This design comes from an exercise in tuning for small area on the open sky130 flow, not from production work.
RTL that was checked went through simulation tests only; none was proved equivalent to the original.
For runs 3 and 4, only the layout was checked, not whether the RTL still works.
No activity file was given, so power comes from the tool's default toggle rates.

<file path="design/flow/config.mk">
export PLATFORM = sky130hd
export DESIGN_NAME = lcd_axi
export DESIGN_NICKNAME = lcd_axi
export VERILOG_FILES = /design/flow/design.v
export SDC_FILE = /design/flow/constraint.sdc
export NUM_CORES = 4
export LEC_CHECK = 0
export CAP_MARGIN = 20
export CORE_MARGIN = 2
export CORE_UTILIZATION = 60
export CTS_BUF_LIST = sky130_fd_sc_hd__clkbuf_8
export CTS_CLUSTER_DIAMETER = 60
export CTS_CLUSTER_SIZE = 20
export SLEW_MARGIN = 20
export SYNTH_MEMORY_MAX_BITS = 32768
</file>
<file path="design/flow/constraint.sdc">
create_clock -name core_clock -period 8.0 [get_ports {clk}]
set_input_delay 1.6000 -clock core_clock [delete_from_list [all_inputs] [get_ports {clk}]]
set_output_delay 1.6000 -clock core_clock [all_outputs]
set_load 0.01 [all_outputs]
</file>
<file path="design/flow/design.v">
module lcd_axi (
        input  logic        clk,
        input  logic        rst_n,
        input  logic [3:0]   s_arid,
        input  logic [31:0] s_araddr,
        input  logic         s_arvalid,
        output logic         s_arready,
        output logic [3:0]   s_rid,
        output logic [31:0]  s_rdata,
        output logic [1:0] s_rresp,
        output logic         s_rlast,
        output logic         s_rvalid,
        input  logic         s_rready,
        input  logic [31:0] s_awaddr,
        input  logic         s_awvalid,
        output logic         s_awready,
        input  logic [31:0]  s_wdata,
        input  logic [3:0]   s_wstrb,
        input  logic         s_wlast,
        input  logic         s_wvalid,
        output logic         s_wready,
        output logic [3:0]   s_bid,
        output logic [1:0] s_bresp,
        output logic         s_bvalid,
        input  logic         s_bready,
        input  logic         cpu_work,
        input  logic         cpu_draw,
        input  logic [31:0]  touch_reg,
        output logic         lcd_rst,
        output logic         lcd_cs,
        output logic         lcd_rs,
        output logic         lcd_wr,
        output logic         lcd_rd,
        output logic [15:0]  lcd_data_o,
        output logic         lcd_data_oe,
        output logic         lcd_bl_ctr
    );
    function automatic logic [31:0] inc32(input logic [31:0] a, input logic cin);
        logic c;
        c = cin;
        for (integer i = 0; i < 32; i++) begin
            inc32[i] = a[i] ^ c;
            c = c & a[i];
        end
    endfunction
    function automatic logic [18:0] inc19(input logic [18:0] a, input logic cin);
        logic c;
        c = cin;
        for (integer i = 0; i < 19; i++) begin
            inc19[i] = a[i] ^ c;
            c = c & a[i];
        end
    endfunction
    function automatic logic lt32(input logic [31:0] a, input logic [31:0] b);
        logic l;
        l = 1'b0;
        for (integer i = 0; i < 32; i++)
            l = (~a[i] & b[i]) | (~a[i] & l) | (b[i] & l);
        lt32 = l;
    endfunction
    logic srst;                  
    assign srst = ~rst_n | ~cpu_work;
    logic        r_data;         
    logic        rv;             
    logic [3:0]  rid_q;
    logic [31:0] rdata_q;
    logic        ra_lcd, ra_touch;
    always_ff @(posedge clk) begin
        if (~rst_n) begin
            r_data   <= 1'b0;
            rv       <= 1'b0;
            rid_q    <= 4'd0;
            rdata_q  <= 32'd0;
            ra_lcd   <= 1'b0;
            ra_touch <= 1'b0;
        end
        else if (~r_data) begin
            rdata_q <= 32'd0;
            rv      <= 1'b0;
            if (s_arvalid) begin
                r_data   <= 1'b1;
                rid_q    <= s_arid;
                ra_lcd   <= (s_araddr == 32'h1fd0c000);
                ra_touch <= (s_araddr == 32'h1fd0c004);
            end
        end
        else if (rv & s_rready) begin
            r_data   <= 1'b0;
            rv       <= 1'b0;
            rid_q    <= 4'd0;
            rdata_q  <= 32'd0;
            ra_lcd   <= 1'b0;
            ra_touch <= 1'b0;
        end
        else begin
            rv      <= 1'b1;
            rdata_q <= ({32{ra_lcd}} & touch_reg) | {32{ra_touch}};
        end
    end
    assign s_arready = ~(r_data & ~rv);
    assign s_rid     = rid_q;
    assign s_rdata   = rdata_q;
    assign s_rresp   = 2'b00;
    assign s_rlast   = rv;
    assign s_rvalid  = rv;
    localparam logic [1:0] W_IDLE = 2'd0, W_ADDR = 2'd1, W_DATA = 2'd2, W_RESP = 2'd3;
    logic [1:0] ws;
    logic       bv;
    logic       buffer_ok;
    always_ff @(posedge clk) begin
        if (~rst_n) begin
            ws <= W_IDLE;
            bv <= 1'b0;
        end
        else begin
            case (ws)
                W_IDLE: if (~buffer_ok) ws <= W_ADDR;
                W_ADDR: if (s_awvalid) ws <= W_DATA;
                W_DATA: if (s_wvalid & s_wlast) ws <= W_RESP;
                default: begin
                    if (bv & s_bready) begin
                        ws <= W_IDLE;
                        bv <= 1'b0;
                    end
                    else
                        bv <= 1'b1;
                end
            endcase
        end
    end
    assign s_awready = (ws == W_ADDR);
    assign s_wready  = (ws == W_DATA);
    assign s_bvalid  = bv;
    assign s_bid     = 4'd0;
    assign s_bresp   = 2'b00;
    localparam logic [2:0] B_IDLE0 = 3'd0,   
                           B_IDLE  = 3'd1,
                           B_GRAPH = 3'd2,
                           B_CHAR  = 3'd3,
                           B_DG    = 3'd4,   
                           B_DC    = 3'd5,   
                           B_DCC   = 3'd6,   
                           B_REF   = 3'd7;   
    logic [2:0] bst;
    logic [2:0] cnt;             
    logic [1:0] dt;              
    logic       enable;
    logic       refresh_ok;
    logic       char_write_ok;
    logic       char_rs;
    logic [31:0] gsize;          
    localparam logic [3:0] C_NONE = 4'd0, C_ID1 = 4'd1, C_ID2 = 4'd2, C_ID3 = 4'd3,
                           C_SCAN = 4'd4, C_WCOL = 4'd5, C_RCOL = 4'd6,
                           C_SC = 4'd8, C_EC = 4'd10, C_SP = 4'd12, C_EP = 4'd14;
    logic [19:0] fifo [0:5];     
    logic [3:0]  h_cls;
    logic [15:0] h_dat;
    assign h_cls = fifo[0][19:16];
    assign h_dat = fifo[0][15:0];
    localparam logic [4:0] S_IDLE   = 5'b00000,
                           S_RID1   = 5'b00001,
                           S_RID2   = 5'b00010,
                           S_RID3   = 5'b00011,
                           S_SCAN_I = 5'b00100,
                           S_COL_I  = 5'b00101,
                           S_RCOL   = 5'b00110,
                           S_SCAN_D = 5'b01100,
                           S_COL_D  = 5'b01101,
                           S_REFR   = 5'b01001,
                           S_CHAR   = 5'b01010;
    logic [4:0] st, nst;
    logic       id_delay;
    logic       gs_sel;
    logic [31:0] draw_counter;
    logic       write_ok;
    assign write_ok = (st == S_IDLE);
    logic       if_busy;
    logic       if_wco;
    logic       mux_delay;
    localparam logic [1:0] X_IDLE = 2'd0, X_XY = 2'd1, X_OK = 2'd2;
    localparam logic [1:0] CS_IDLE = 2'd0, CS_GET = 2'd1, CS_WC = 2'd2;
    logic [1:0] cst;
    logic [1:0] xy;
    logic [4:0] cx;
    logic [5:0] cy;
    logic       str_end, cstart;
    logic       color_ok, write_str_end, char_work;
    localparam logic [1:0] R_IDLE = 2'd0, R_ADDR = 2'd1, R_DATA = 2'd2;
    logic [1:0]  rst_q;
    logic        rstart;
    logic [18:0] addra;
    logic        data_ok;
    assign data_ok = (rst_q == R_DATA);
    logic dispatch_ok;
    assign dispatch_ok = (dt == 2'd2);
    logic wr_acc;
    assign wr_acc = s_wvalid & (ws == W_DATA) & (s_wstrb == 4'hf);
    assign buffer_ok = (bst == B_IDLE0) | bst[2];
    logic [3:0] w_cls;
    always_comb begin
        case (s_wdata[31:24])
            8'hDA: w_cls = C_ID1;
            8'hDB: w_cls = C_ID2;
            8'hDC: w_cls = C_ID3;
            8'h36: w_cls = C_SCAN;
            8'h2A: w_cls = (s_wdata[23:16] == 8'h00) ? C_SC :
                           (s_wdata[23:16] == 8'h02) ? C_EC : C_NONE;
            8'h2B: w_cls = (s_wdata[23:16] == 8'h00) ? C_SP :
                           (s_wdata[23:16] == 8'h02) ? C_EP : C_NONE;
            8'h2C: w_cls = C_WCOL;
            8'h2E: w_cls = C_RCOL;
            default: w_cls = C_NONE;
        endcase
    end
    logic fifo_shift;
    always_comb begin
        fifo_shift = 1'b0;
        case (bst)
            B_GRAPH: fifo_shift = wr_acc & (cnt != 3'd6);
            B_CHAR:  fifo_shift = wr_acc;
            B_DG:    fifo_shift = write_ok & dispatch_ok & (cnt <= 3'd5) & (cnt != 3'd0);
            B_DC:    fifo_shift = write_ok & dispatch_ok & (cnt <= 3'd4) & (cnt != 3'd0);
            default: fifo_shift = 1'b0;
        endcase
    end
    always_ff @(posedge clk) begin
        if (fifo_shift) begin
            for (integer i = 0; i < 5; i++)
                fifo[i] <= fifo[i+1];
            fifo[5] <= {w_cls, s_wdata[15:0]};
        end
    end
    always_ff @(posedge clk) begin
        if ((bst == B_GRAPH) & wr_acc & (cnt == 3'd6))
            gsize <= s_wdata;
    end
    always_ff @(posedge clk) begin
        if (srst) begin
            bst           <= B_IDLE0;
            cnt           <= 3'd0;
            dt            <= 2'd2;
            enable        <= 1'b0;
            refresh_ok    <= 1'b0;
            char_write_ok <= 1'b0;
            char_rs       <= 1'b0;
        end
        else begin
            case (bst)
                B_IDLE0, B_IDLE: begin
                    cnt           <= 3'd0;
                    dt            <= 2'd2;
                    refresh_ok    <= 1'b0;
                    char_write_ok <= 1'b0;
                    char_rs       <= 1'b0;
                    enable        <= 1'b0;
                    bst           <= B_IDLE;
                    if (s_awvalid & (ws == W_ADDR)) begin
                        case (s_awaddr)
                            32'h1fd0c008: bst <= B_GRAPH;
                            32'h1fd0c00c: bst <= B_CHAR;
                            32'h1fd0c014: begin
                                bst    <= B_REF;
                                enable <= 1'b1;
                            end
                            default: bst <= B_IDLE;
                        endcase
                    end
                end
                B_GRAPH: begin
                    if (wr_acc) begin
                        cnt <= cnt + 3'd1;
                        if (cnt == 3'd6) begin
                            bst <= B_DG;
                            cnt <= 3'd0;
                        end
                    end
                end
                B_CHAR: begin
                    if (wr_acc) begin
                        cnt <= cnt + 3'd1;
                        if (cnt == 3'd5) begin
                            bst <= B_DC;
                            cnt <= 3'd0;
                        end
                    end
                end
                B_DC: begin
                    if (write_ok & dispatch_ok & (cnt <= 3'd4)) begin
                        cnt <= cnt + 3'd1;
                        dt  <= 2'd0;
                    end
                    else if (~dispatch_ok)
                        dt <= dt + 2'd1;
                    else if (write_ok & (cnt == 3'd5)) begin
                        bst           <= B_DCC;
                        char_rs       <= 1'b0;
                        cnt           <= 3'd0;
                        dt            <= 2'd0;
                        char_write_ok <= 1'b0;
                    end
                end
                B_DCC: begin
                    if (color_ok) begin
                        char_write_ok <= 1'b0;
                        dt            <= 2'd0;
                        char_rs       <= 1'b1;
                    end
                    else if (~dispatch_ok)
                        dt <= dt + 2'd1;
                    else if (write_str_end) begin
                        bst           <= B_IDLE;
                        cnt           <= 3'd0;
                        dt            <= 2'd2;
                        char_rs       <= 1'b0;
                        char_write_ok <= 1'b0;
                    end
                    else if (write_ok)
                        char_write_ok <= 1'b1;
                end
                B_DG: begin
                    if (write_ok & dispatch_ok & (cnt <= 3'd5)) begin
                        cnt <= cnt + 3'd1;
                        dt  <= 2'd0;
                    end
                    else if (~dispatch_ok)
                        dt <= dt + 2'd1;
                    else if (write_ok & (cnt == 3'd6)) begin
                        bst        <= B_IDLE;
                        cnt        <= 3'd0;
                        dt         <= 2'd2;
                        enable     <= 1'b0;
                        refresh_ok <= 1'b0;
                    end
                end
                default: begin  
                    if (data_ok) begin
                        enable     <= 1'b0;
                        dt         <= 2'd0;
                        refresh_ok <= (addra == 19'd384018);
                    end
                    else if (~dispatch_ok)
                        dt <= dt + 2'd1;
                    else if (write_ok) begin
                        if (refresh_ok) begin
                            bst           <= B_IDLE;
                            cnt           <= 3'd0;
                            dt            <= 2'd2;
                            enable        <= 1'b0;
                            refresh_ok    <= 1'b0;
                            char_write_ok <= 1'b0;
                            char_rs       <= 1'b0;
                        end
                        else
                            enable <= 1'b1;
                    end
                end
            endcase
        end
    end
    logic write_lcd, wl_refresh, wl_char;
    assign write_lcd  = (dt == 2'd1);
    assign wl_refresh = write_lcd & (bst == B_REF);
    assign wl_char    = write_lcd & (bst == B_DCC);
    assign char_work  = (bst == B_DCC) & (dt == 2'd0) & ~char_rs;
    logic busy_o;
    assign busy_o = cpu_draw ? (mux_delay | if_busy) : 1'b1;
    logic hold;
    assign hold = busy_o | id_delay;
    always_comb begin
        nst = S_IDLE;
        if (st[4]) begin
            if (hold)
                nst = st;
            else if (st[1:0] == 2'b11)
                nst = S_IDLE;
            else
                nst = {st[4:2], st[1:0] + 2'b01};
        end
        else begin
            case (st)
                S_IDLE: begin
                    if (write_lcd) begin
                        if (wl_refresh)
                            nst = S_REFR;
                        else if (wl_char)
                            nst = S_CHAR;
                        else if (h_cls[3])
                            nst = {1'b1, h_cls[2:1], 2'b00};
                        else
                            nst = {2'b00, h_cls[2:0]};
                    end
                end
                S_SCAN_I: nst = hold ? S_SCAN_I : S_SCAN_D;
                S_COL_I:  nst = hold ? S_COL_I : S_COL_D;
                S_COL_D:  nst = (hold | (gs_sel & lt32(draw_counter, gsize))) ? S_COL_D : S_IDLE;
                default:  nst = hold ? st : S_IDLE;
            endcase
        end
    end
    always_ff @(posedge clk) begin
        if (srst) begin
            st           <= S_IDLE;
            id_delay     <= 1'b0;
            gs_sel       <= 1'b0;
            draw_counter <= 32'd0;
        end
        else begin
            st       <= nst;
            id_delay <= (st != nst);
            if (dt == 2'd0)
                gs_sel <= (bst == B_DG);
            draw_counter <= {32{nst != S_IDLE}} &
                            inc32(draw_counter, (st == S_COL_D) & if_wco & cpu_draw);
        end
    end
    logic pix;
    always_comb begin
        case (cy)
            6'd6:  pix = (cx == 5'd13);
            6'd7:  pix = (cx == 5'd12) | (cx == 5'd13);
            6'd8:  pix = (cx >= 5'd9) & (cx <= 5'd13);
            6'd9:  pix = (cx >= 5'd5) & (cx <= 5'd13);
            6'd31: pix = (cx >= 5'd10) & (cx <= 5'd13);
            6'd32: pix = (cx >= 5'd5) & (cx <= 5'd18);
            default: pix = (cy >= 6'd10) & (cy <= 6'd30) & (cx >= 5'd11) & (cx <= 5'd13);
        endcase
    end
    logic        r_white;
    logic [15:0] r_rom;
    logic [15:0] rpix;
    logic        rrs;
    assign r_white = ~rstart | (addra >= 19'd19);
    logic [4:0] ra;
    logic [7:0] r_hi, r_lo_e, r_lo_o;
    assign ra = addra[4:0];
    assign r_hi   = (ra == 5'd0) ? 8'h36 : (ra <= 5'd8) ? 8'h2a : (ra <= 5'd16) ? 8'h2b : 8'h2c;
    assign r_lo_e = (ra == 5'd0) ? 8'h00 : {6'd0, ra[2:1] - 2'd1};
    assign r_lo_o = (ra == 5'd7) ? 8'h01 : (ra == 5'd9) ? 8'hdf : (ra == 5'd15) ? 8'h03 :
                    (ra == 5'd17) ? 8'h1f : 8'h00;
    assign r_rom  = ra[0] ? {8'h00, r_lo_o} : {r_hi, r_lo_e};
    assign rpix = r_white ? 16'hffff : r_rom;
    assign rrs  = r_white | addra[0];
    logic        id_we, id_wr, id_rs, id_fm;
    logic [15:0] id_data;
    always_comb begin
        id_we   = (st != S_IDLE);
        id_wr   = 1'b1;
        id_rs   = 1'b0;
        id_fm   = 1'b0;
        id_data = 16'h0000;
        if (st[4]) begin
            id_rs = st[0];
            if (~st[0])
                id_data = {7'b0010101, st[3], 6'b000000, st[2], st[1]};
            else if (st[1])
                id_data = {8'h00, h_dat[7:0]};
            else
                id_data = {8'h00, h_dat[15:8]};
        end
        else begin
            case (st)
                S_IDLE: begin
                    id_wr = 1'b0;
                end
                S_RID1: begin
                    id_wr = 1'b0;
                    id_data = 16'hda00;
                end
                S_RID2: begin
                    id_wr = 1'b0;
                    id_data = 16'hdb00;
                end
                S_RID3: begin
                    id_wr = 1'b0;
                    id_data = 16'hdc00;
                end
                S_SCAN_I: id_data = 16'h3600;
                S_COL_I:  id_data = 16'h2c00;
                S_SCAN_D, S_COL_D: begin
                    id_rs   = 1'b1;
                    id_data = h_dat;
                end
                S_RCOL: begin
                    id_wr   = 1'b0;
                    id_fm   = 1'b1;
                    id_data = 16'h2e00;
                end
                S_REFR: begin
                    id_rs   = rrs;
                    id_data = rpix;
                end
                default: begin  
                    id_rs   = char_rs;
                    id_data = char_rs ? {16{~pix}} : 16'h2c00;
                end
            endcase
        end
    end
    always_ff @(posedge clk) begin
        if (srst)
            mux_delay <= 1'b1;
        else if (cpu_draw)
            mux_delay <= 1'b0;
    end
    logic        m_we, m_wr, m_rs, m_fm;
    logic [15:0] m_data;
    assign m_we   = cpu_draw & id_we;
    assign m_wr   = cpu_draw & id_wr;
    assign m_rs   = cpu_draw & id_rs;
    assign m_fm   = cpu_draw & id_fm;
    assign m_data = id_data;     
    logic       i_wd, i_sw, i_wr, i_sr, i_rd, i_idle;
    logic       n_wd, n_sw, n_wr, n_sr, n_rd, n_idle;
    logic       fm_q;
    logic [3:0] tc;
    logic       rnum2;
    logic [1:0] rc;
    logic       irs;
    logic [15:0] idata;
    logic [3:0] if_dt;
    logic       tc_hit, rc_eq;
    always_ff @(posedge clk) begin
        if (~rst_n)
            lcd_bl_ctr <= 1'b0;
        else
            lcd_bl_ctr <= 1'b1;
    end
    assign lcd_rst = rst_n;
    assign i_idle = ~(i_wd | i_sw | i_wr | i_sr | i_rd);
    assign if_dt  = i_sr ? (fm_q ? 4'd8 : 4'd3) : (fm_q ? 4'd13 : 4'd5);
    assign tc_hit = (tc == if_dt);
    assign rc_eq  = (rc == {rnum2, ~rnum2});
    assign n_wd   = i_idle & m_we;
    assign n_sw   = i_wd;
    assign n_wr   = i_sw;
    assign n_sr   = (i_wr & ~m_wr) | (i_sr & ~tc_hit) | (i_rd & tc_hit & ~rc_eq);
    assign n_rd   = (i_sr & tc_hit) | (i_rd & ~tc_hit);
    assign n_idle = (i_idle & ~m_we) | (i_wr & m_wr) | (i_rd & tc_hit & rc_eq);
    always_ff @(posedge clk) begin
        if (~rst_n) begin
            i_wd    <= 1'b0;
            i_sw    <= 1'b0;
            i_wr    <= 1'b0;
            i_sr    <= 1'b0;
            i_rd    <= 1'b0;
            fm_q    <= 1'b0;
            tc      <= 4'd0;
            rnum2   <= 1'b0;
            rc      <= 2'd0;
            irs     <= 1'b0;
            idata   <= 16'h0000;
            if_busy <= 1'b0;
        end
        else begin
            i_wd <= n_wd;
            i_sw <= n_sw;
            i_wr <= n_wr;
            i_sr <= n_sr;
            i_rd <= n_rd;
            fm_q <= m_fm;
            if (i_sr | i_rd)
                tc <= tc_hit ? 4'd0 : (tc == 4'd15) ? tc : tc + 4'd1;
            else
                tc <= 4'd0;
            if (n_sr)
                rnum2 <= cpu_draw & id_fm;
            if (n_rd) begin
                if (i_sr & (rc != 2'd3))
                    rc <= rc + 2'd1;
            end
            else if (~n_sr)
                rc <= 2'd0;
            if (n_wd) begin
                irs   <= m_rs;
                idata <= m_data;
            end
            else if (n_sr | n_rd) begin
                irs   <= 1'b1;
                idata <= 16'h0000;
            end
            else if (n_idle) begin
                irs   <= 1'b0;
                idata <= 16'h0000;
            end
            if_busy <= ~n_idle & ~(i_sw & m_wr);
        end
    end
    assign if_wco      = i_sw;
    assign lcd_cs      = i_idle;
    assign lcd_rs      = irs;
    assign lcd_wr      = ~i_sw;
    assign lcd_rd      = ~i_sr;
    assign lcd_data_o  = idata;
    assign lcd_data_oe = i_wd | i_sw | i_wr;
    logic       get_done;
    assign get_done = (cy == 6'd5) & (cx == 5'd0);
    assign color_ok      = (xy == X_OK) & (cst == CS_WC);
    assign write_str_end = (xy == X_OK) & (cst == CS_IDLE);
    always_ff @(posedge clk) begin
        if (~rst_n) begin
            cst     <= CS_IDLE;
            xy      <= X_IDLE;
            cx      <= 5'd0;
            cy      <= 6'd0;
            str_end <= 1'b0;
            cstart  <= 1'b0;
        end
        else begin
            case (cst)
                CS_IDLE: if (char_work) cst <= CS_GET;
                CS_GET:  if (get_done) cst <= CS_WC;
                CS_WC:   if (str_end) cst <= CS_IDLE;
                default: cst <= CS_IDLE;
            endcase
            if (cst == CS_WC) begin
                case (xy)
                    X_IDLE: begin
                        if (char_write_ok & ~cstart) begin
                            cx      <= 5'd0;
                            cy      <= 6'd0;
                            str_end <= 1'b0;
                            xy      <= X_XY;
                            cstart  <= 1'b1;
                        end
                        else if (char_write_ok) begin
                            if (cx != 5'd23)
                                cx <= cx + 5'd1;
                            else if (cy != 6'd39) begin
                                cx <= 5'd0;
                                cy <= cy + 6'd1;
                            end
                            else begin
                                cx      <= 5'd0;
                                cy      <= 6'd0;
                                str_end <= 1'b1;
                            end
                            xy <= X_XY;
                        end
                    end
                    X_XY: xy <= X_OK;
                    X_OK: xy <= X_IDLE;
                    default: begin
                        cstart  <= 1'b0;
                        cx      <= 5'd0;
                        cy      <= 6'd0;
                        xy      <= X_IDLE;
                        str_end <= 1'b0;
                    end
                endcase
            end
            else begin
                xy      <= X_IDLE;
                str_end <= 1'b0;
                cstart  <= 1'b0;
                if ((cst == CS_GET) & ~get_done) begin
                    if (cx != 5'd23)
                        cx <= cx + 5'd1;
                    else begin
                        cx <= 5'd0;
                        cy <= cy + 6'd1;
                    end
                end
                else begin
                    cx <= 5'd0;
                    cy <= 6'd0;
                end
            end
        end
    end
    always_ff @(posedge clk) begin
        if (~rst_n) begin
            rst_q  <= R_IDLE;
            rstart <= 1'b0;
            addra  <= 19'd0;
        end
        else begin
            case (rst_q)
                R_IDLE: begin
                    if (enable) begin
                        rst_q  <= R_ADDR;
                        rstart <= 1'b1;
                    end
                    addra <= inc19(addra, enable & rstart);
                end
                R_ADDR: rst_q <= R_DATA;
                default: begin
                    rst_q <= R_IDLE;
                    if (addra == 19'd384018) begin
                        addra  <= 19'd0;
                        rstart <= 1'b0;
                    end
                end
            endcase
        end
    end
endmodule
</file>
<file path="design/flow/flow/run.sh">
#!/bin/bash
# The standard layout (standard.sh, unchanged synthesis and steps), with
# one change: the port buffers that global placement inserts on every input
# and output are made from the smallest buffer cell (buf_1) instead of the
# cell buffer_ports picks by default.
export BUFFER_PORTS_ARGS="-buffer_cell sky130_fd_sc_hd__buf_1"
bash standard.sh > standard_flow.log 2>&1
status=$?
# keep each tool's full output next to the flow log
cp -r orfs/logs ./tool_logs 2>/dev/null
exit $status
</file>
<file path="design/flow/standard.sh">
#!/bin/bash
# synth_recipe.tcl (not shown) runs the flow's synth.tcl, then flattens the netlist and writes it again
# the make line also repeats each setting of config.mk as NAME=value (left out here)
make -C /OpenROAD-flow-scripts/flow DESIGN_CONFIG=/design/flow/config.mk WORK_HOME=/design/flow/orfs CLKGATE_MAP_FILE= SYNTH_SCRIPT=/design/flow/synth_recipe.tcl "${@:-finish}"
</file>
==> out/summary.txt, run 1 <==
CP endpoint kind: flip-flop
Initial drt markers: 749
Async S/R FF share, synth: 0
Core Footprint: 0.02347 mm2
Worst-Margin Slew: 1.131 ns
Top cells by count, synth: 166 x dfxtp_1, 152 x edfxtp_1, 112 x nor2_1
H-tree levels: 1
Area fraction of the dominant cell type after synthesis: 0.3175
Synth area leaders: edfxtp_1 32%, dfxtp_1 23%, ha_1 6.9%
Initial Util: 0.6124
Root Driver: clkbuf_8
Clock Sinks: 318
Max Fclk: 134.2 MHz
Final Cycle Share: 0.9314
Post-DP HPWL: 21590 um
Layout Area Growth over Synthesis: 10.65%
Max-slew headroom: 0.2450
Max_cap viols: 0
Leakage: 5.757 nW
Min-Delay Path Class: reg2reg
DIE WIDTH: 158.8 um
Total die area: 0.02521 mm2
Via Count: 10.47k
Grt ovf: 0
CTS tree: built
Switching power: 645.2 uW
RSZ-0062 raised after global routing: no
Post_cts resized: 0
Max-slew violations: 0
Routed vias/inst: 5.685
Vias in the first global route: 9844
Post-DRT Antenna Nets: 0
Setup Crit Path Kind: reg2reg
Critical path fanouts, max: 13
CTS max path bufs: 3
Switching Share: 0.2329
Number of remaining DRC errors: 0
Synth cell types: 92
Leading register cell type out of synthesis: dfxtp_1
Port buffer count: 210
Kind of start point of the critical path: flip-flop
Count leader, synth: dfxtp_1
Setup bufs post-CTS: 0
Worst EP required: 8.48 ns
Cell Area, Placed: 0.01534 mm2
Seq cells post-synth: 318
Minimum clock period: 7.451 ns
Worst EP arrival: 7.93 ns
Clock Latency Late Sink: 0.60 ns
Syn. warnings: 2
Synth area leader: edfxtp_1
Clock Power Share: 0.344
Register share of total power: 0.616
Pre-antenna DRT Iters: 5
Pin count of the biggest net entering global routing: 87
First-pass GRT wire length: 48610 um
Max rail drop VDD: 0.1969 mV
Logic pwr share: 0.040
Internal: 2.125 mW
Pwr Density: 174.1 mW/mm2
Hold buffers post-CTS: 0
Crit path largest cell delay: 0.34 ns
Final Hold Fails: 0
Mapped Cells: 1324
Die height: 158.8 um
RD Place Congestion: 0.9429
Wire per inst: 16.19 um
Placement Rows: 56
Final instance area: 0.01591 mm2
Share of layout cells above drive strength 1: 0.05778
Critical path's most frequent cell: ha_1
Boundary pin count: 219
DP Cell Count: 1796
Inserted Diodes: 0
Clk slew on worst S/H paths: 0.11 ns
EDFF count, synth: 152
Post-Syn Area per Cell: 10.86 um2
# setup viols final: 0
CP max stage cell: ha_1
Sequential share of the synthesized area: 0.5487
Finished Layout Cells: 1842
Setup total negative slack: 0 ns
GRT Util Overall: 0.2303
Outcome: finished clean
Final wirelength: 29820 um
Clock Skew: 0.03115 ns
Num CTS Buffers: 25
Initial antenna violation count: 0
Post-layout nets: 1729
Cell Area, Synth: 0.01438 mm2
metrics by stage:
stage / util / hold WS [ns] / power (mW) / setup slack (ns)
4_1_cts: 0.6777 / 0.4112 / 2.802 / 0.5222
5_1_grt: 0.6777 / 0.4212 / 2.870 / 0.2313
6_report: 0.6777 / 0.4087 / 2.770 / 0.5490
3_5_place_dp: 0.6535 / 0.4045 / 1.853 / -0.06184
3_3_place_gp: 0.6525 / 0.4003 / 1.851 / 0.1494
2_1_floorplan: - / 0.4003 / 1.804 / 0.6210
layout by cell type (no fill, tap or decap), types with 27 or more instances in the layout:
master      n
buf_1     210
dfxtp_1   166
edfxtp_1  152
nor2_1    112
a21oi_1   108
nand2_1   100
ha_1       79
inv_1      62
o21ai_0    37
a22o_1     29
clkbuf_8   27
worst max-delay path, delay by kind of cell, from the launching register on:
kind	cells	cell delay, ns
DFF	1	0.32
AOI/OAI and AO/OA	1	0.18
xor gates and xnor gates	1	0.12
buffers and inverters	2	0.34
and+or+nand+nor	2	0.37
adders and majority gates	32	6.03
flip-flops by register name (all words and copies together) (netlist names), 3 cells and up:
register      cells
addra            19
bst               3
cnt               3
cx                5
cy                6
draw_counter     32
fifo            120
gsize            32
idata            16
rdata_q          32
rid_q             4
st                5
tc                4
final timing paths:
check / slack, ns / cells past startpoint / from / end
setup / recovery: 0.55 / 38 / st[1] / draw_counter[31]
hold / removal: 0.41 / 0 / fifo[2][5] / fifo[1][5]
setup reg to reg: 0.55 / 38 / st[1] / draw_counter[31]
hold reg to reg: 0.41 / 0 / fifo[2][5] / fifo[1][5]
kinds of logic (layout without fill, tap and decap cells):
| family | count (synthesis) | count (layout) | synth area share |
|---|---|---|---|
| xor+xnor | 15 | 15 | 0.009139 |
| buf+inv | 135 | 327 | 0.04126 |
| simple gates | 415 | 415 | 0.1520 |
| compound gates | 336 | 336 | 0.1623 |
| flops | 318 | 318 | 0.5487 |
| mux | 18 | 18 | 0.01271 |
| fa+ha+maj | 86 | 86 | 0.07364 |
| other cells | 1 | 8 | 0.0002609 |
power by group through the flow:
stage | registers [mW] | logic, mW | clock network, mW
final | 1.71 | 0.112 | 0.952
after global routing | 1.71 | 0.124 | 1.04
after CTS | 1.71 | 0.111 | 0.985
after detailed placement | 1.74 | 0.110 | 0
after global placement | 1.74 | 0.108 | 0
after floorplan | 1.74 | 0.0617 | 0
area by class of cell:
type                       count  area (um2)
sequential                   318        7888
inverter                      59       221.5
clock inverter                19       196.4
timing repair buffer         222       885.9
fill                        1895        7566
multi-input combinational    878        5944
clock buffer                  27       371.6
tap                          319       399.1
layer usage:
metal,track usage,routed length (um),up-vias
met5,0,0,-
met4,0.05254,595,0
met3,0.03265,1319,45
met2,0.3803,13880,246
met1,0.3240,14030,4949
li1,-,-,5232
==> run 2, diff against run 1 <==
--- a/design/flow/config.mk
+++ b/design/flow/config.mk
@@ -8,8 +8,5 @@
 export CAP_MARGIN = 20
 export CORE_MARGIN = 2
 export CORE_UTILIZATION = 60
-export CTS_BUF_LIST = sky130_fd_sc_hd__clkbuf_8
-export CTS_CLUSTER_DIAMETER = 60
-export CTS_CLUSTER_SIZE = 20
 export SLEW_MARGIN = 20
 export SYNTH_MEMORY_MAX_BITS = 32768
==> run 2 against run 1 <==
Design area is 3.3% higher. First-iteration DRC count is 1.9% higher. Final cell count is 0.71% higher. Global-route usage is 0.53 points higher. Register-to-register slack worse by 0.03 ns. Highest routed layer unchanged.
==> out/summary.txt, run 2 <==
Port buffer count: 210 (unchanged)
Grt ovf: 0 (unchanged)
Wire per inst: 16.40 um (+1.3%)
CTS max path bufs: 3 (unchanged)
Min Hold Slack: 0.4136 ns (+0.004951 ns)
Synth area leader: edfxtp_1
Pwr Density: 203.0 mW/mm2 (+17%)
Inserted Diodes: 0 (unchanged)
Minimum clock period: 7.493 ns (+0.04234 ns)
Final Cycle Share: 0.9367 (+0.005293)
Boundary pin count: 219 (unchanged)
Post-DRT Antenna Nets: 0 (unchanged)
Max-slew headroom: 0.2537 (+0.008761)
Met3 GRT Util: 0.03318 (+0.0005225)
DIE WIDTH: 158.8 um (unchanged)
Clock Sinks: 318 (unchanged)
Final wirelength: 30430 um (+2.0%)
Routed vias/inst: 5.709 (+0.42%)
Mapped Cells: 1324 (unchanged)
Initial antenna violation count: 0 (unchanged)
First-pass GRT wire length: 49690 um (+2.2%)
Number of remaining DRC errors: 0 (unchanged)
Die height: 158.8 um (unchanged)
Outcome: finished clean
Cell Area, Synth: 0.01438 mm2 (unchanged)
CP endpoint kind: flip-flop
Synth area leaders: edfxtp_1 32%, dfxtp_1 23%, ha_1 6.9%
Sequential share of the synthesized area: 0.5487 (unchanged)
H-tree levels: 1 (unchanged)
Area fraction of the dominant cell type after synthesis: 0.3175 (unchanged)
CP max stage cell: ha_1
Worst EP arrival: 7.96 ns (+0.03 ns)
Min-Delay Path Class: reg2reg
Clk slew on worst S/H paths: 0.06 ns (-0.05 ns)
Critical path fanouts, max: 5 (-8)
Grt met1 use: 0.3309 (+0.006900)
EDFF count, synth: 152 (unchanged)
RD Place Congestion: 0.9429 (unchanged)
Async S/R FF share, synth: 0 (unchanged)
Initial Util: 0.6124 (unchanged)
Leakage: 5.997 nW (+4.2%)
Worst EP required: 8.47 ns (about the same)
RSZ-0062 raised after global routing: no
Top cells by count, synth: 166 x dfxtp_1, 152 x edfxtp_1, 112 x nor2_1
Total die area: 0.02521 mm2 (unchanged)
Pre-antenna DRT Iters: 5 (unchanged)
Max-slew violations: 0 (unchanged)
Layout Area Growth over Synthesis: 14.31%
Via Count: 10.59k (+1.1%)
Critical path's most frequent cell: ha_1
Max_cap viols: 0 (unchanged)
Pin count of the biggest net entering global routing: 87 (unchanged)
Post-DP HPWL: 21590 um (unchanged)
Vias in the first global route: 10.02k (+1.8%)
Met2 Track Usage GR: 0.3871 (+0.006749)
Worst-Margin Slew: 1.118 ns (-0.01312 ns)
Most Used Layer, Global Route: met2
Most common cell after layout, fill and taps aside: buf_1
Leading register cell type out of synthesis: dfxtp_1
Core Footprint: 0.02347 mm2 (unchanged)
CTS tree: built
Clock Latency Late Sink: 0.57 ns (-0.03 ns)
Share of layout cells above drive strength 1: 0.06120 (+0.003417)
Biggest register: fifo
Crit path largest cell delay: 0.20 ns (-0.14 ns)
Fillcell total: 1824 (-3.7%)
Root Driver: clkbuf_16
Synth cell types: 92 (unchanged)
Syn. warnings: 2 (unchanged)
Final Hold Fails: 0 (unchanged)
Kind of start point of the critical path: primary input
Max FFs per register: 120 (unchanged)
Seq cells post-synth: 318 (unchanged)
Final instance area: 0.01643 mm2 (+3.3%)
Post_cts resized: 0 (unchanged)
GRT Util Overall: 0.2356 (+0.005335)
Setup Crit Path Kind: in2reg
Hold buffers post-CTS: 0 (unchanged)
Max rail drop VDD: 0.2159 mV (+9.7%)
Cell Area, Placed: 0.01534 mm2 (unchanged)
Max Fclk: 133.5 MHz (-0.57%)
Initial drt markers: 763 (+1.9%)
# setup viols final: 0 (unchanged)
Setup bufs post-CTS: 0 (unchanged)
Clock Skew: 0.008308 ns (-0.02284 ns)
Post-Syn Area per Cell: 10.86 um2 (unchanged)
Placement Rows: 56 (unchanged)
Count leader, synth: dfxtp_1
Most frequent cells in the layout: 210 x buf_1, 166 x dfxtp_1, 152 x edfxtp_1
Post-layout nets: 1736 (+0.40%)
Num CTS Buffers: 31 (+24%)
[run 2: changes by cell type in the layout (fill, tap and decap cells not counted), moves of 2 or more]
cell,delta
clkinv_2,+2
clkbuf_1,+6
clkbuf_16,+31
clkbuf_8,-23
clkinv_8,-2
bufinv_16,+4
clkinvlp_4,-2
inv_6,-5
clkinv_1,+5
inv_1,-4
[run 2: power by group]
| group | switching, mW | internal [mW] | total [mW] |
|---|---|---|---|
| Sequential | 0.00790 | 1.70 | 1.71 |
| Combinational | 0.0667 | 0.0451 | 0.112 |
| Clock | 0.602 | 0.914 | 1.52 |
[run 2: metal layers]
metal / up-vias / part of all wire
met5: - / 0
met4: 0 / 0.022
met3: 59 / 0.046
met2: 286 / 0.46
met1: 4982 / 0.47
li1: 5263 / -
[run 2: kinds of logic (layout without fill, tap and decap cells)]
kind of cell | Yosys count | count (layout) | synth area share
simple gates | 415 | 415 | 0.1520
compound gates | 336 | 336 | 0.1623
flops | 318 | 318 | 0.5487
buf+inv | 135 | 340 | 0.04126
fa+ha+maj | 86 | 86 | 0.07364
mux | 18 | 18 | 0.01271
xor+xnor | 15 | 15 | 0.009139
other cells | 1 | 8 | 0.0002609
[run 2: worst max-delay path, delay by kind of cell]
| kind | cells | cell delay [ns] |
|---|---|---|
| buf+inv | 2 | 0.25 |
| compound gates | 1 | 0.19 |
| simple gates | 1 | 0.09 |
| xor+xnor | 1 | 0.12 |
| fa+ha+maj | 31 | 5.73 |
[run 2: final timing paths]
path | start | end | slack (ns) | depth (start not counted)
max | cpu_draw | draw_counter[31] | 0.51 | 36
min | fifo[4][13] | fifo[3][13] | 0.41 | 0
max reg2reg | st[1] | draw_counter[31] | 0.52 | 38
min reg2reg | fifo[4][13] | fifo[3][13] | 0.41 | 0
[run 2: layout make-up]
| type | count | area, um2 | share of cell area |
|---|---|---|---|
| clock buffer | 42 | 858.3 | 0.05223 |
| timing repair buffer | 223 | 900.9 | 0.05482 |
| sequential | 318 | 7888 | 0.4800 |
| clock inverter | 16 | 220.2 | 0.01340 |
| multi-input combinational | 878 | 5944 | 0.3618 |
| tap | 319 | 399.1 | 0.02429 |
| inverter | 59 | 221.5 | 0.01348 |
[run 2: stage by stage]
step                instances  total power [mW]    util  worst slack (ns)  TNS [ns]
detailed placement       1796             1.853  0.6535          -0.06184  -0.06184
floorplan                1331             1.804       -            0.6210         0
finish                   1855             3.336  0.7001            0.5067         0
global route             1855             3.444  0.7001            0.2231         0
CTS                      1854             3.365  0.6994            0.5051         0
global placement         1794             1.851  0.6525            0.1494         0
==> run 3, diff against run 2 <==
--- a/design/flow/design.v
+++ b/design/flow/design.v
@@ -152,10 +152,10 @@
     localparam logic [3:0] C_NONE = 4'd0, C_ID1 = 4'd1, C_ID2 = 4'd2, C_ID3 = 4'd3,
                            C_SCAN = 4'd4, C_WCOL = 4'd5, C_RCOL = 4'd6,
                            C_SC = 4'd8, C_EC = 4'd10, C_SP = 4'd12, C_EP = 4'd14;
-    logic [19:0] fifo [0:5];     
-    logic [3:0]  h_cls;
+    logic [18:0] fifo [0:5];
+    logic [2:0]  h_cls;
     logic [15:0] h_dat;
-    assign h_cls = fifo[0][19:16];
+    assign h_cls = fifo[0][18:16];
     assign h_dat = fifo[0][15:0];
     localparam logic [4:0] S_IDLE   = 5'b00000,
                            S_RID1   = 5'b00001,
@@ -212,6 +212,17 @@
             default: w_cls = C_NONE;
         endcase
     end
+    logic [18:0] w_ent;
+    always_comb begin
+        if (w_cls[3])
+            w_ent = {1'b1, w_cls[2:1], s_wdata[15:0]};
+        else if (w_cls == C_SCAN)
+            w_ent = {3'b001, s_wdata[15:0]};
+        else if (w_cls == C_WCOL)
+            w_ent = {3'b010, s_wdata[15:0]};
+        else
+            w_ent = {3'b000, s_wdata[15:3], w_cls[2:0]};
+    end
     logic fifo_shift;
     always_comb begin
         fifo_shift = 1'b0;
@@ -227,7 +238,7 @@
         if (fifo_shift) begin
             for (integer i = 0; i < 5; i++)
                 fifo[i] <= fifo[i+1];
-            fifo[5] <= {w_cls, s_wdata[15:0]};
+            fifo[5] <= w_ent;
         end
     end
     always_ff @(posedge clk) begin
@@ -384,10 +395,14 @@
                             nst = S_REFR;
                         else if (wl_char)
                             nst = S_CHAR;
-                        else if (h_cls[3])
-                            nst = {1'b1, h_cls[2:1], 2'b00};
+                        else if (h_cls[2])
+                            nst = {1'b1, h_cls[1:0], 2'b00};
+                        else if (h_cls[0])
+                            nst = S_SCAN_I;
+                        else if (h_cls[1])
+                            nst = S_COL_I;
                         else
-                            nst = {2'b00, h_cls[2:0]};
+                            nst = {2'b00, h_dat[2:0]};
                     end
                 end
                 S_SCAN_I: nst = hold ? S_SCAN_I : S_SCAN_D;
--- a/design/flow/config.mk
+++ b/design/flow/config.mk
@@ -8,5 +8,8 @@
 export CAP_MARGIN = 20
 export CORE_MARGIN = 2
 export CORE_UTILIZATION = 60
+export CTS_BUF_LIST = sky130_fd_sc_hd__clkbuf_16
+export CTS_CLUSTER_DIAMETER = 80
+export CTS_CLUSTER_SIZE = 30
 export SLEW_MARGIN = 20
 export SYNTH_MEMORY_MAX_BITS = 32768
==> run 3 against run 2 <==
Worst hold slack lost 0.00089 ns. Routed wire length grew 0.22%. Via count about the same. Still clean. Largest power group unchanged. Die area decreased by 0.84%. Clock power down 36%. Clock skew grew 0.013 ns. Final cell count is 0.65% lower. Worst setup slack got worse by 0.048 ns. Non-clock buffer count unchanged.
==> out/summary.txt, run 3 <==
Initial antenna violation count: 0 (unchanged)
Min-Delay Path Class: reg2reg
Setup Crit Path Kind: in2reg
Final Cycle Share: 0.9426 (+0.005945)
Outcome: finished clean
Clock Skew: 0.02101 ns (+0.01270 ns)
Internal: 2.156 mW (-19%)
Pin count of the biggest net entering global routing: 82 (-5.7%)
Leading register cell type out of synthesis: dfxtp_1
Leakage: 5.875 nW (-2.0%)
R2R Path End: draw_counter[31]
Minimum clock period: 7.541 ns (+0.04756 ns)
GRT Util Overall: 0.2355 (about the same)
DIE WIDTH: 158.1 um (-0.42%)
Logic pwr share: 0.041 (+0.007)
Top cells by count, synth: 166 x dfxtp_1, 146 x edfxtp_1, 129 x nor2_1
Wire per inst: 16.55 um (+0.87%)
Grt ovf: 0 (unchanged)
Max-slew violations: 0 (unchanged)
Syn. warnings: 2 (unchanged)
Root Driver: clkbuf_16
Max_cap viols: 0 (unchanged)
Initial Util: 0.6090 (-0.003459)
Switching power: 603.6 uW (-11%)
Cell Area, Synth: 0.01425 mm2 (-0.86%)
CTS max path bufs: 3 (unchanged)
Reg2reg start: st[0]
RD Place Congestion: 0.8924 (-5.4%)
Total die area: 0.02500 mm2 (-0.84%)
RSZ-0062 raised after global routing: no
PnR worst setup slack: 0.4591 ns (-0.04756 ns)
Async S/R FF share, synth: 0 (unchanged)
Clock Sinks: 312 (-1.9%)
Hold buffers post-CTS: 0 (unchanged)
Number of remaining DRC errors: 0 (unchanged)
# setup viols final: 0 (unchanged)
Cell Area, Placed: 0.01523 mm2 (-0.68%)
Critical path fanouts, max: 2 (-3)
Vias in the first global route: 9548 (-4.7%)
Critical path's most frequent cell: ha_1
Setup bufs post-CTS: 0 (unchanged)
Max rail drop VDD: 0.2228 mV (+3.2%)
Pre-antenna DRT Iters: 5 (unchanged)
Count leader, synth: dfxtp_1
Final wirelength: 30490 um (+0.22%)
Switching Share: 0.2187 (+0.01592)
Mapped Cells: 1339 (+1.1%)
Worst EP arrival: 7.96 ns (about the same)
Worst EP required: 8.42 ns (-0.05 ns)
Via Count: 10.59k (+0.0094%)
Worst hold stages: 0 (unchanged)
Pre-CTS setup slack: -0.04058 ns (+0.02126 ns)
CP max stage cell: ha_1
Clock Latency Late Sink: 0.51 ns (-0.06 ns)
First-pass GRT wire length: 47540 um (-4.3%)
WP buf/inv: 1 (-1)
Area fraction of the dominant cell type after synthesis: 0.3076 (-0.009883)
Pwr Density: 174.8 mW/mm2 (-14%)
Routed vias/inst: 5.747 (+0.66%)
Post_cts resized: 0 (unchanged)
Post-DRT Antenna Nets: 0 (unchanged)
Inserted Diodes: 0 (unchanged)
Die height: 158.1 um (-0.42%)
Worst-Margin Slew: 0.9724 ns (-0.1454 ns)
Max FFs per register: 114 (-5.0%)
CP endpoint kind: flip-flop
Port buffer count: 210 (unchanged)
Clk slew on worst S/H paths: 0.11 ns (+0.05 ns)
Kind of start point of the critical path: primary input
Num CTS Buffers: 16 (-48%)
Hold path startpoint: fifo[3][14]
H-tree levels: 1 (unchanged)
Critical path's top delay family: adder cells
EDFF count, synth: 146 (-3.9%)
Final Hold Fails: 0 (unchanged)
Boundary pin count: 219 (unchanged)
Share of layout cells above drive strength 1: 0.04987 (-0.01133)
Initial drt markers: 872 (+14%)
Synth area leaders: edfxtp_1 31%, dfxtp_1 23%, ha_1 7.2%
Synth cell types: 91 (-1.1%)
Synth area leader: edfxtp_1
Layout Area Growth over Synthesis: 10.79%
Register share of total power: 0.606 (+0.094)
Worst Hold Path EP: fifo[2][14]
Post-DP HPWL: 22380 um (+3.6%)
Post-layout nets: 1742 (+0.35%)
Reg2Reg Setup Slack: 0.72 ns (+0.20 ns)
Most common cell after layout, fill and taps aside: buf_1
Final instance area: 0.01579 mm2 (-3.9%)
Seq cells post-synth: 312 (-1.9%)
Crit path largest cell delay: 0.22 ns (+0.02 ns)
Max Fclk: 132.6 MHz (-0.63%)
CTS tree: built
Most frequent cells in the layout: 210 x buf_1, 164 x dfxtp_1, 146 x edfxtp_1
Post-Syn Area per Cell: 10.64 um2 (-2.0%)
Sequential share of the synthesized area: 0.5408 (-0.007873)
R2r worst-path depth: 36 (-5.3%)
Biggest register: fifo
Placement Rows: 56 (unchanged)
Clock Power Share: 0.354 (-0.100)
Core Footprint: 0.02340 mm2 (-0.30%)
Max-slew headroom: 0.3517 (+0.09797)
[run 3: per-stage QoR]
step / hold slack, ns / power [mW] / std cells / setup TNS (ns) / utilization
floorplan: 0.4003 / 1.770 / 1346 / 0 / -
global route: 0.4165 / 2.855 / 1843 / 0 / 0.6747
global placement: 0.4003 / 1.817 / 1815 / 0 / 0.6507
finish: 0.4128 / 2.759 / 1843 / 0 / 0.6747
CTS: 0.4124 / 2.786 / 1843 / 0 / 0.6746
detailed placement: 0.4045 / 1.819 / 1815 / -0.04058 / 0.6510
[run 3: how the worst max path moves through the flow]
stage / startpoint / end / slack [ns] / cells past startpoint
finish: cpu_draw / draw_counter[31] / 0.46 / 36
detailed placement: cpu_draw / draw_counter[31] / -0.04 / 36
global placement: cpu_draw / draw_counter[31] / 0.12 / 36
floorplan: cpu_draw / draw_counter[31] / 0.61 / 35
CTS: cpu_draw / draw_counter[31] / 0.47 / 36
global route: cpu_draw / draw_counter[31] / 0.18 / 36
[run 3: per-layer routing]
layer	vias to the layer above	GRT usage	wire length [um]
met3	42	0.02628	1508
met2	285	0.3783	14230
met4	0	0.05405	511
met5	-	0	0
met1	5019	0.3455	14250
li1	5245	-	-
[run 3: worst reg2reg max path, delay by kind of cell, from the launching register on]
family / cells / cell delay, ns
flops: 1 / 0.42
xor+xnor: 1 / 0.13
fa+ha+maj: 32 / 6.15
simple gates: 3 / 0.49
[run 3: cell type report]
type / instances / area [um2]
clock buffers: 17 / 425.4
clock inverters: 11 / 126.4
fillers: 1909 / 7614
inverters: 75 / 281.5
multi-input cells: 886 / 5961
flip-flops and latches: 312 / 7710
well taps: 319 / 399.1
repair buffers: 223 / 885.9
[run 3: cell families after synthesis]
kind of cell | synth area share
DFF | 0.5408
AOI/OAI and AO/OA | 0.1473
and+or+nand+nor | 0.1682
other | 0.0002631
xor gates and xnor gates | 0.008604
adders and majority gates | 0.07761
muxes | 0.01273
buffers and inverters | 0.04443
[run 3: power groups by stage]
stage	clock network [mW]	registers (mW)	logic, mW
2_1_floorplan	0	1.71	0.0624
3_3_place_gp	0	1.71	0.110
3_5_place_dp	0	1.71	0.111
4_1_cts	1.00	1.67	0.112
5_1_grt	1.06	1.67	0.126
6_report	0.976	1.67	0.112
==> run 4, diff against run 3 <==
--- a/design/flow/config.mk
+++ b/design/flow/config.mk
@@ -7,7 +7,7 @@
 export LEC_CHECK = 0
 export CAP_MARGIN = 20
 export CORE_MARGIN = 2
-export CORE_UTILIZATION = 60
+export CORE_UTILIZATION = 70
 export CTS_BUF_LIST = sky130_fd_sc_hd__clkbuf_16
 export CTS_CLUSTER_DIAMETER = 80
 export CTS_CLUSTER_SIZE = 30
==> run 4 against run 3 <==
Fmax is 0.55% lower. First-iteration DRC count up 24%. Core utilization is 11 points higher. Highest routed layer unchanged.
==> out/summary.txt, run 4 <==
Outcome: finished clean
Area fraction of the dominant cell type after synthesis: 0.3076 (unchanged)
Total die area: 0.02152 mm2 (-14%)
Num CTS Buffers: 16 (unchanged)
Post-layout nets: 1740 (-0.11%)
Placement Rows: 52 (-7.1%)
Cell Area, Placed: 0.01516 mm2 (-0.51%)
Clock Latency Late Sink: 0.52 ns (about the same)
# setup viols final: 0 (unchanged)
Pre-CTS setup slack: -0.05296 ns (-0.01238 ns)
PnR worst setup slack: 0.4173 ns (-0.04182 ns)
Vias in the first global route: 10.16k (+6.5%)
Wire per inst: 17.37 um (+5.0%)
Count leader, synth: dfxtp_1
Final Hold Fails: 0 (unchanged)
Critical path fanouts, max: 2 (unchanged)
Kind of start point of the critical path: primary input
RD Place Congestion: 0.9300 (+4.2%)
H-tree levels: 1 (unchanged)
Pwr Density: 174.4 mW/mm2 (-0.20%)
Critical path's most frequent cell: ha_1
Initial antenna violation count: 0 (unchanged)
Die height: 146.7 um (-7.2%)
Hold buffers post-CTS: 0 (unchanged)
CP max stage cell: ha_1
Final wirelength: 31120 um (+2.1%)
Post-DRT Antenna Nets: 0 (unchanged)
Max Fclk: 131.9 MHz (-0.55%)
Min-Delay Path Class: reg2reg
Pin count of the biggest net entering global routing: 80 (-2.4%)
Crit path largest cell delay: 0.21 ns (about the same)
Fillcell total: 1322 (-31%)
Max-slew violations: 0 (unchanged)
Setup total negative slack: 0 ns (unchanged)
EDFF count, synth: 146 (unchanged)
Critical path's top delay family: adder cells
Via Count: 10.85k (+2.5%)
Reg2reg start: st[0]
Setup bufs post-CTS: 0 (unchanged)
Max FFs per register: 114 (unchanged)
Hold path startpoint: fifo[5][13]
Most frequent cells in the layout: 210 x buf_1, 164 x dfxtp_1, 146 x edfxtp_1
Clock Sinks: 312 (unchanged)
Pwr Total: 2.740 mW (-0.71%)
Final Cycle Share: 0.9478 (+0.005228)
Max-slew headroom: 0.3821 (+0.03042)
Layout Area Growth over Synthesis: 10.22%
Clock Skew: 0.02924 ns (+0.008232 ns)
Synth cell types: 91 (unchanged)
Leakage: 5.870 nW (about the same)
Cell Area, Synth: 0.01425 mm2 (unchanged)
RSZ-0062 raised after global routing: no
Initial Util: 0.7089 (+0.09990)
Minimum clock period: 7.583 ns (+0.04182 ns)
Async S/R FF share, synth: 0 (unchanged)
Boundary pin count: 219 (unchanged)
Max_cap viols: 0 (unchanged)
Setup Crit Path Kind: in2reg
Min Hold Slack: 0.4127 ns (-0.00008300 ns)
Share of layout cells above drive strength 1: 0.04862 (-0.001249)
Grt ovf: 0 (unchanged)
CTS max path bufs: 3 (unchanged)
Post-DP HPWL: 22330 um (-0.19%)
Initial drt markers: 1084 (+24%)
Synth area leader: edfxtp_1
Number of remaining DRC errors: 0 (unchanged)
Core Footprint: 0.02010 mm2 (-14%)
Routed vias/inst: 6.056 (+5.4%)
Synth area leaders: edfxtp_1 31%, dfxtp_1 23%, ha_1 7.2%
Worst-Margin Slew: 0.9268 ns (-0.04563 ns)
Syn. warnings: 2 (unchanged)
Inserted Diodes: 0 (unchanged)
Mapped Cells: 1339 (unchanged)
Pre-antenna DRT Iters: 5 (unchanged)
Sequential share of the synthesized area: 0.5408 (unchanged)
Final instance area: 0.01571 mm2 (-0.51%)
Worst EP arrival: 7.99 ns (+0.03 ns)
CTS tree: built
DIE WIDTH: 146.7 um (-7.2%)
Clk slew on worst S/H paths: 0.10 ns (about the same)
Max rail drop VDD: 0.2242 mV (+0.63%)
Post-Syn Area per Cell: 10.64 um2 (unchanged)
Root Driver: clkbuf_16
Post_cts resized: 0 (unchanged)
First-pass GRT wire length: 49960 um (+5.1%)
WP buf/inv: 1 (unchanged)
GRT Util Overall: 0.2791 (+0.04360)
Worst EP required: 8.40 ns (-0.02 ns)
Critical path origin: cpu_draw
Most common cell after layout, fill and taps aside: buf_1
Top cells by count, synth: 166 x dfxtp_1, 146 x edfxtp_1, 129 x nor2_1
CP endpoint kind: flip-flop
Biggest register: fifo
Port buffer count: 210 (unchanged)
Leading register cell type out of synthesis: dfxtp_1
Seq cells post-synth: 312 (unchanged)
[run 4: cell counts after synthesis]
Identical to the previous run, type by type.
[run 4: logic make-up after synthesis]
family                     count (synthesis)  share of synthesized area
and+or+nand+nor                          444                     0.1682
AOI/OAI and AO/OA                        312                     0.1473
DFF                                      312                     0.5408
buffers and inverters                    148                    0.04443
adders and majority gates                 90                    0.07761
muxes                                     18                    0.01273
xor gates and xnor gates                  14                   0.008604
other                                      1                  0.0002631
[run 4: area by class of cell]
type	count	area, um2	share of cell area
clock buffer	17	425.4	0.02708
clock inverter	11	120.1	0.007647
inverter	75	281.5	0.01792
multi-input combinational	886	5962	0.3796
sequential	312	7710	0.4908
tap	270	337.8	0.02151
timing repair buffer	221	870.8	0.05544
[run 4: final timing paths]
path / to / cells past startpoint / slack (ns)
min reg2reg: fifo[4][13] / 0 / 0.41
min: fifo[4][13] / 0 / 0.41
max reg2reg: draw_counter[31] / 36 / 0.63
max: draw_counter[31] / 36 / 0.42
[run 4: power breakdown]
| group | leakage (nW) | internal (mW) | total (mW) | switching (mW) |
|---|---|---|---|---|
| clock network | 0.284 | 0.420 | 0.954 | 0.535 |
| logic | 2.94 | 0.0450 | 0.112 | 0.0674 |
| registers | 2.64 | 1.66 | 1.67 | 0.00845 |
[run 4: worst reg2reg max path, delay by kind of cell (launching register included)]
family                     cells  cell delay [ns]
and+or+nand+nor                3             0.52
adders and majority gates     32             6.20
xor gates and xnor gates       1             0.14
DFF                            1             0.41
[run 4: per-stage QoR]
stage,cells,utilization
floorplan,1346,-
global placement,1764,0.7536
detailed placement,1764,0.7539
CTS,1792,0.7811
global route,1792,0.7813
finish,1792,0.7813
[run 4: routing by layer]
layer / vias to the layer above / wire length, um / GRT usage
met5: - / 0 / 0
met4: 0 / 465 / 0.05049
met3: 48 / 1818 / 0.03594
met2: 391 / 15020 / 0.4707
met1: 5172 / 13820 / 0.3956
li1: 5242 / - / -
==> run 5, diff against run 4 <==
--- a/design/flow/design.v
+++ b/design/flow/design.v
@@ -457,60 +457,44 @@
     assign rrs  = r_white | addra[0];
     logic        id_we, id_wr, id_rs, id_fm;
     logic [15:0] id_data;
+    logic s_full, s_d1, s_d2, s_ref, s_chr, s_pix;
+    logic [7:0] c_hi, c_lo;
+    assign s_full = (st[4:1] == 4'b0110);             
+    assign s_d1   = st[4] & st[0] & ~st[1];           
+    assign s_d2   = st[4] & st[0] & st[1];            
+    assign s_ref  = (st == S_REFR);
+    assign s_chr  = (st == S_CHAR);
+    assign s_pix  = s_chr & char_rs;
     always_comb begin
-        id_we   = (st != S_IDLE);
-        id_wr   = 1'b1;
-        id_rs   = 1'b0;
-        id_fm   = 1'b0;
-        id_data = 16'h0000;
+        c_hi = 8'h00;
+        c_lo = 8'h00;
         if (st[4]) begin
-            id_rs = st[0];
-            if (~st[0])
-                id_data = {7'b0010101, st[3], 6'b000000, st[2], st[1]};
-            else if (st[1])
-                id_data = {8'h00, h_dat[7:0]};
-            else
-                id_data = {8'h00, h_dat[15:8]};
+            if (~st[0]) begin
+                c_hi = {7'b0010101, st[3]};
+                c_lo = {6'b000000, st[2], st[1]};
+            end
         end
         else begin
             case (st)
-                S_IDLE: begin
-                    id_wr = 1'b0;
-                end
-                S_RID1: begin
-                    id_wr = 1'b0;
-                    id_data = 16'hda00;
-                end
-                S_RID2: begin
-                    id_wr = 1'b0;
-                    id_data = 16'hdb00;
-                end
-                S_RID3: begin
-                    id_wr = 1'b0;
-                    id_data = 16'hdc00;
-                end
-                S_SCAN_I: id_data = 16'h3600;
-                S_COL_I:  id_data = 16'h2c00;
-                S_SCAN_D, S_COL_D: begin
-                    id_rs   = 1'b1;
-                    id_data = h_dat;
-                end
-                S_RCOL: begin
-                    id_wr   = 1'b0;
-                    id_fm   = 1'b1;
-                    id_data = 16'h2e00;
-                end
-                S_REFR: begin
-                    id_rs   = rrs;
-                    id_data = rpix;
-                end
-                default: begin  
-                    id_rs   = char_rs;
-                    id_data = char_rs ? {16{~pix}} : 16'h2c00;
-                end
+                S_RID1:   c_hi = 8'hda;
+                S_RID2:   c_hi = 8'hdb;
+                S_RID3:   c_hi = 8'hdc;
+                S_SCAN_I: c_hi = 8'h36;
+                S_COL_I:  c_hi = 8'h2c;
+                S_RCOL:   c_hi = 8'h2e;
+                S_CHAR:   c_hi = char_rs ? 8'h00 : 8'h2c;
+                default:  c_hi = 8'h00;
             endcase
         end
     end
+    assign id_data[15:8] = ({8{s_full}} & h_dat[15:8]) | ({8{s_ref}} & rpix[15:8]) |
+                           ({8{s_pix}} & {8{~pix}}) | c_hi;
+    assign id_data[7:0]  = ({8{s_full | s_d2}} & h_dat[7:0]) | ({8{s_d1}} & h_dat[15:8]) |
+                           ({8{s_ref}} & rpix[7:0]) | ({8{s_pix}} & {8{~pix}}) | c_lo;
+    assign id_we = (st != S_IDLE);
+    assign id_wr = ~((st[4:2] == 3'b000) | (st == S_RCOL));
+    assign id_fm = (st == S_RCOL);
+    assign id_rs = (st[4] & st[0]) | s_full | (s_ref & rrs) | s_pix;
     always_ff @(posedge clk) begin
         if (srst)
             mux_delay <= 1'b1;
--- a/design/flow/config.mk
+++ b/design/flow/config.mk
@@ -7,7 +7,7 @@
 export LEC_CHECK = 0
 export CAP_MARGIN = 20
 export CORE_MARGIN = 2
-export CORE_UTILIZATION = 70
+export CORE_UTILIZATION = 60
 export CTS_BUF_LIST = sky130_fd_sc_hd__clkbuf_16
 export CTS_CLUSTER_DIAMETER = 80
 export CTS_CLUSTER_SIZE = 30
==> run 5 against run 4 <==
Largest power group unchanged. Fmax rose by 2.4%. Worst setup slack better by 0.18 ns. Final cell count up 3.4%. Power up 0.91%. Largest cell class unchanged. Still clean on timing, DRC and antenna.
==> out/summary.txt, run 5 <==
Vias in the first global route: 9447 (-7.1%)
Clock Latency Late Sink: 0.53 ns (about the same)
Num CTS Buffers: 16 (unchanged)
Die height: 157.9 um (+7.7%)
Outcome: finished clean
Clk slew on worst S/H paths: 0.12 ns (+0.02 ns)
GRT Util Overall: 0.2358 (-0.04326)
Leading register cell type out of synthesis: dfxtp_1
Leakage: 5.638 nW (-4.0%)
Final Hold Fails: 0 (unchanged)
Initial antenna violation count: 0 (unchanged)
Synth area leader: edfxtp_1
Max-slew headroom: 0.3060 (-0.07614)
Synth cell types: 88 (-3.3%)
Pre-antenna DRT Iters: 5 (unchanged)
Post-layout nets: 1752 (+0.69%)
Clock Skew: 0.02490 ns (-0.004338 ns)
Routed vias/inst: 5.636 (-6.9%)
Minimum clock period: 7.403 ns (-0.1800 ns)
Placement Rows: 56 (+7.7%)
Largest family of logic cells by synthesized area: simple AND/OR/NAND/NOR gates
Kind of start point of the critical path: primary input
Post-DRT Antenna Nets: 0 (unchanged)
Post-Synth XOR/XNOR Area: 0.008007 (-0.0005970)
Worst hold stages: 0 (unchanged)
Pre-CTS setup slack: 0.02422 ns (+0.07718 ns)
Min Hold Slack: 0.4209 ns (+0.008231 ns)
R2r worst-path depth: 38 (+5.6%)
Max rail drop VDD: 0.1814 mV (-19%)
Setup bufs post-CTS: 0 (unchanged)
RSZ-0062 raised after global routing: no
# setup viols final: 0 (unchanged)
Critical path fanouts, max: 2 (unchanged)
Layout Area Growth over Synthesis: 10.44%
Clock Power Share: 0.346 (-0.002)
Core Footprint: 0.02340 mm2 (+16%)
Wire per inst: 16.18 um (-6.8%)
Max Fclk: 135.1 MHz (+2.4%)
Inserted Diodes: 0 (unchanged)
CTS max path bufs: 3 (unchanged)
Critical path origin: cpu_draw
Pwr Density: 176.0 mW/mm2 (+0.93%)
Internal: 2.135 mW (+0.28%)
Number of remaining DRC errors: 0 (unchanged)
Hold buffers post-CTS: 0 (unchanged)
Adder-cell share of the synthesized area: 0.07497 (-0.002645)
Max_cap viols: 0 (unchanged)
EDFF count, synth: 146 (unchanged)
Finished Layout Cells: 1853 (+3.4%)
Min-Delay Path Class: reg2reg
Post-Syn Area per Cell: 10.52 um2 (-1.2%)
Crit. path cell count: 35 (-2.8%)
First-pass GRT wire length: 47710 um (-4.5%)
Cell Area, Synth: 0.01422 mm2 (-0.22%)
Count leader, synth: dfxtp_1
Pin count of the biggest net entering global routing: 87 (+8.8%)
Switching Share: 0.2277 (+0.004907)
Total die area: 0.02495 mm2 (+16%)
Seq cells post-synth: 312 (unchanged)
Syn. warnings: 2 (unchanged)
Post-DP HPWL: 21860 um (-2.1%)
PnR worst setup slack: 0.5973 ns (+0.1800 ns)
Clock Sinks: 312 (unchanged)
Critical path's most frequent cell: ha_1
DP Cell Count: 1825 (+3.5%)
Initial drt markers: 762 (-30%)
Most frequent cells in the layout: 210 x buf_1, 164 x dfxtp_1, 146 x edfxtp_1
Top cells by count, synth: 166 x dfxtp_1, 146 x edfxtp_1, 122 x nand2_1
Area fraction of the dominant cell type after synthesis: 0.3083 (+0.0006767)
Port buffer count: 210 (unchanged)
Sequential share of the synthesized area: 0.5420 (+0.001190)
CP max stage cell: and3_1
Post-Synth Simple-Gate Area: 0.1769 (+0.008641)
Async S/R FF share, synth: 0 (unchanged)
WP buf/inv: 1 (unchanged)
Biggest register: fifo
Setup total negative slack: 0 ns (unchanged)
Root Driver: clkbuf_16
Logic pwr share: 0.047 (+0.006)
Grt ovf: 0 (unchanged)
Max-slew violations: 0 (unchanged)
Synth area leaders: edfxtp_1 31%, dfxtp_1 23%, ha_1 7.2%
Reg2reg start: st[1]
DIE WIDTH: 157.9 um (+7.7%)
Post_cts resized: 0 (unchanged)
Mapped Cells: 1352 (+0.97%)
Setup Crit Path Kind: in2reg
Crit path largest cell delay: 0.20 ns (about the same)
Final Cycle Share: 0.9253 (-0.02250)
Worst-Margin Slew: 1.033 ns (+0.1063 ns)
Boundary pin count: 219 (unchanged)
Share of layout cells above drive strength 1: 0.05671 (+0.008094)
Via Count: 10.44k (-3.8%)
Initial Util: 0.6076 (-0.1012)
CP endpoint kind: flip-flop
Cell Area, Placed: 0.01517 mm2 (about the same)
Mux cell area share after synthesis: 0.007127 (-0.005603)
Register share of total power: 0.606 (-0.005)
Final wirelength: 29990 um (-3.6%)
Worst EP required: 8.44 ns (+0.04 ns)
Most common cell after layout, fill and taps aside: buf_1
Max FFs per register: 114 (unchanged)
Critical path's top delay family: adder cells
Hold path startpoint: fifo[4][1]
RD Place Congestion: 0.9073 (-2.4%)
CTS tree: built
Final instance area: 0.01571 mm2 (about the same)
Compound-Gate Fraction of Synth Area: 0.1493 (+0.001996)
Switching power: 629.6 uW (+3.1%)
H-tree levels: 1 (unchanged)
Worst EP arrival: 7.84 ns (-0.15 ns)
run 5: per-layer routing:
metal | vias up | global-route usage | routed length, um
met4 | 0 | 0.05491 | 628
li1 | 5231 | - | -
met3 | 45 | 0.03011 | 1276
met2 | 241 | 0.3812 | 14010
met1 | 4926 | 0.3415 | 14070
met5 | - | 0 | 0
run 5: logic make-up (layout without fill, tap and decap cells):
| kind of cell | count (synthesis) | count (layout) |
|---|---|---|
| AND/OR/NAND/NOR | 489 | 489 |
| flip-flops | 312 | 312 |
| AO/OA/AOI/OAI | 305 | 305 |
| buffers and inverters | 136 | 311 |
| adder cells (fa/ha/maj) | 86 | 86 |
| XOR/XNOR | 13 | 13 |
| multiplexers | 10 | 10 |
| other | 1 | 8 |
run 5: layout make-up:
| cell class | instances | area [um2] |
|---|---|---|
| Timing Repair Buffer | 219 | 859.6 |
| Fill cell | 1879 | 7697 |
| Sequential cell | 312 | 7710 |
| Tap cell | 319 | 399.1 |
| Clock inverter | 11 | 107.6 |
| Clock buffer | 17 | 425.4 |
| Inverter | 64 | 240.2 |
| Multi-Input combinational cell | 911 | 5963 |
run 5: path summary, 6_finish.rpt:
kind	endpoint	slack (ns)
setup / recovery	draw_counter[31]	0.60
hold / removal	fifo[3][1]	0.42
setup reg to reg	draw_counter[31]	0.61
hold reg to reg	fifo[3][1]	0.42
run 5: power groups by stage:
stage	logic [mW]	clock network, mW	registers (mW)
2_1_floorplan	0.0813	0	1.71
6_report	0.131	0.958	1.68
5_1_grt	0.149	1.03	1.68
4_1_cts	0.131	0.982	1.68
3_3_place_gp	0.126	0	1.71
3_5_place_dp	0.130	0	1.71
run 5: per-stage QoR:
step	power, mW	util
after detailed placement	1.842	0.6482
after CTS	2.788	0.6710
final	2.765	0.6711
after floorplan	1.790	-
after global routing	2.858	0.6711
after global placement	1.838	0.6476

-- re-timing with driven ports --
The flow's constraints put no driver on any port. The routed layouts listed below were extracted and timed again, unchanged, in two steps.
Step 1 (the two cells are an assumption about what drives the block):
set clk [get_ports {clk}]
set_driving_cell -lib_cell sky130_fd_sc_hd__clkbuf_16 $clk
set_driving_cell -lib_cell sky130_fd_sc_hd__buf_2 [delete_from_list [all_inputs] $clk]
Step 2 also shifts input and output timing later by t, the mid clock arrival at the registers, as if the neighbouring blocks saw the same clock.
Three values: ideal ports, drivers, drivers and shift; two values: the first two.
run	t, ns	setup slack, ns	worst hold slack (ns)	worst register clock-pin slew, ns
run 1	0.627	0.549 / 0.549 / -0.048	0.409 / 0.409 / 0.409	0.12 / 0.12
run 2	0.611	0.507 / 0.523 / -0.088	0.414 / 0.414 / 0.414	0.06 / 0.06
run 3	0.550	0.459 / 0.486 / -0.064	0.413 / 0.413 / 0.413	0.11 / 0.11
run 4	0.536	0.417 / 0.418 / -0.119	0.413 / 0.413 / 0.413	0.11 / 0.11
run 5	0.560	0.597 / 0.614 / 0.059	0.421 / 0.421 / 0.421	0.12 / 0.12
Met with ideal ports but missed after step 2: setup timing in run 1, run 2, run 3 and run 4. The setup slack of run 1, which loses most, moves by 0.000 ns with the drivers and by -0.597 ns with both steps.
